This design comes from an exercise in tuning for small area, a short achievable clock period and few clock cycles on the open sky130 flow, not from production work. In this exercise RTL edits were held to simulation tests only and were not proved equivalent to the original.

nickel:
==> flow/design.v (excerpt) <==
module fp_unit_new(
    input clk,
    input nreset,
    input input_ready,
    input [31 : 0] a,
    input [31 : 0] b,
    input [2 : 0] round_mode,
    input [1 : 0] op,  
    output [31 : 0] z,
    output reg done,
    output busy,
    output reg dz,  
    output reg of,  
    output reg uf,  
    output reg nx,  
    output reg nv  
);
Size in the first run: ~5,200 cells after synthesis, roughly 150 flip-flops, ~110 I/O pins, roughly 31,000 sq um of cells after synthesis.
Settings: LEC_CHECK=0, ABC_AREA=1, CAP_MARGIN=20, CORE_MARGIN=2, CORE_UTILIZATION=40, SETUP_SLACK_MARGIN=5, SLEW_MARGIN=20; clock period 10.0 ns.
run.sh (not shown) runs the stock make flow with config.mk's settings and CLKGATE_MAP_FILE= SYNTH_SCRIPT=/design/flow/synth_recipe.tcl, a recipe that flattens the netlist after the stock synthesis.
Testbench counts of nickel, summed over its fixed seeds: cycles 37,658.
diff inputs: nickel => ember
Settings: changing CORE_UTILIZATION from 40 to 50.
==> comparison <==
ember went all the way through synthesis, placement and routing and the layout is clean on timing, DRC and antenna. nickel → ember: final routed wire length divided by cell count grew by 0.90%; count of placed standard cells in the final layout, fillers left out shrank by 187; total routed wirelength shrank by 3700 um. The sum of buffers and inverters on the critical path of ember falls short of that of nickel by 2. Compared to nickel, ember has floorplan core area about 20% lower. Maximum number of pins on one net before global-route repair of ember falls short of that of nickel by more than 10%. Compared with nickel, in ember final-layout clock-cell area share level.
> inputs changed (ember -> raven)
Settings: swapping 50 for 40 in CORE_UTILIZATION; clearing ABC_AREA, which used to be 1.
Notes after the runs:
Summary: with ember as the reference, number of standard-cell rows in the floorplan in raven moved up by more than 10%.
Area added between synthesis and finish in raven is 6.2 points above ember.
Cmp raven and ember / post-route cell area / lower: ember
Between raven and ember, the difference in sequential element share of the synthesized area is negligible.
Re sequential share of layout area: raven and ember aren't equal, and the higher value belongs to ember.
Share of final-layout standard cells stronger than drive strength 1 ends up lower on ember.
ember → raven: overall die area went up by about 25%; post-placement cell area picked up an extra about 3%; total standard cell area after synthesis higher.

* * *

Setup of JK:
fp_unit_new, a different RTL version from the one above (not shown whole).
For scale: ~150 flip-flops, ~110 I/O pins, about 0.030 mm^2 of cells after synthesis.
==> flow/config.mk <==
export PLATFORM = sky130hd
export DESIGN_NAME = fp_unit_new
export DESIGN_NICKNAME = fp_unit_new
export VERILOG_FILES = /design/flow/design.v
export SDC_FILE = /design/flow/constraint.sdc
export NUM_CORES = 4
export LEC_CHECK = 0
export ABC_AREA = 1
export CAP_MARGIN = 20
export CORE_MARGIN = 2
export CORE_UTILIZATION = 40
export SETUP_SLACK_MARGIN = 5
export SLEW_MARGIN = 20
==> flow/constraint.sdc <==
create_clock -name core_clock -period 10.0 [get_ports {clk}]
set_input_delay 2.0000 -clock core_clock [delete_from_list [all_inputs] [get_ports {clk}]]
set_output_delay 2.0000 -clock core_clock [all_outputs]
set_load 0.01 [all_outputs]
JK finished all stages; the layout is clean.
Testbench counts of JK, summed over its fixed seeds: cycles 38,954.
For MS, these inputs were changed with respect to JK:
- a change of CORE_UTILIZATION from 40 to 50
==> results.txt <==
- In MS relative to JK, wire length had gone down by a few percent.
- Standard cell core area (MS vs. JK) decreases by more than 10%
- The run showing the greater number of antenna violations at the first check in global routing is MS.
- Per the comparison of MS with JK, full die area fell by about 20%; synthesized cell count has remained practically unchanged; global-route track usage on met1 climbed 10 points; per-cell via count in the routed design rose by about 3.7%.
- In MS, count of cell instances traversed by the critical path is lower than in JK.

* * *

## v22
Another version of the RTL of fp_unit_new (not shown whole).
Size in the first run: ~4900 cells after synthesis, ~150 flip-flops, ~110 I/O pins, roughly 0.030 sq mm of cells after synthesis.
==> flow/config.mk <==
export PLATFORM = sky130hd
export DESIGN_NAME = fp_unit_new
export DESIGN_NICKNAME = fp_unit_new
export VERILOG_FILES = /design/flow/design.v
export SDC_FILE = /design/flow/constraint.sdc
export NUM_CORES = 4
export LEC_CHECK = 0
export ABC_AREA = 1
export CAP_MARGIN = 20
export CORE_MARGIN = 2
export CORE_UTILIZATION = 50
export SETUP_SLACK_MARGIN = 5
export SLEW_MARGIN = 20
==> flow/constraint.sdc <==
create_clock -name core_clock -period 10.0 [get_ports {clk}]
set_input_delay 2.0000 -clock core_clock [delete_from_list [all_inputs] [get_ports {clk}]]
set_output_delay 2.0000 -clock core_clock [all_outputs]
set_load 0.01 [all_outputs]
Per the final summary, v22 finished and its layout is clean on timing, DRC and antenna.
Testbench counts of v22, summed over its fixed seeds: cycles 39,773.
Input changes introduced in v20 (baseline for comparison: v22):
- changing CORE_UTILIZATION from 50 to 40
==> results.txt <==
v22 has lower least setup slack across all paths after layout than v20.
v20 vs v22, total length of routed wires went up by about 5.6%.
Comparing v20 and v22, the lower average routed wire per standard cell was measured on v22.
Going from v22 to v20, post-synthesis to final-layout area growth increased 3.3 points; worst slack at placement decreased 0.22 ns.

==> static timing again, ports no longer ideal <==
The flow's constraints put no driver on any port. The routed layouts listed below were extracted and timed again, unchanged, in two steps. Step 1 (the two cells are an assumption about what drives the block):
set clk [get_ports {clk}]
set_driving_cell -lib_cell sky130_fd_sc_hd__clkbuf_16 $clk
set_driving_cell -lib_cell sky130_fd_sc_hd__buf_2 [delete_from_list [all_inputs] $clk]
Step 2, shift: input delay + t, output delay - t, t = (earliest + latest rising clock arrival at the registers) / 2. This alone moves slack from input paths to output paths. a / b / c = no drivers / after step 1 / after step 2; a / b = the first two.
run	t (ns)	setup slack, ns	worst register clock-pin slew, ns	worst slew at a driven data input, ns
nickel	0.555	4.512 / 4.512 / 4.471	0.09 / 0.09	0.07
ember	0.572	4.490 / 4.490 / 4.483	0.09 / 0.09	0.08
raven	0.546	4.597 / 4.597 / 4.439	0.08 / 0.08	0.07
JK	0.561	4.880 / 4.880 / 4.468	0.09 / 0.09	0.05
MS	0.560	4.933 / 4.933 / 4.585	0.08 / 0.08	0.05
v22	0.556	4.964 / 5.011 / 4.455	0.08 / 0.08	0.05
v20	0.560	4.981 / 4.981 / 4.623	0.09 / 0.09	0.08
After both steps setup and hold are still met in every run listed. For v22, which loses most, drivers alone change the setup slack by +0.047 ns; drivers and shift together by -0.509 ns.
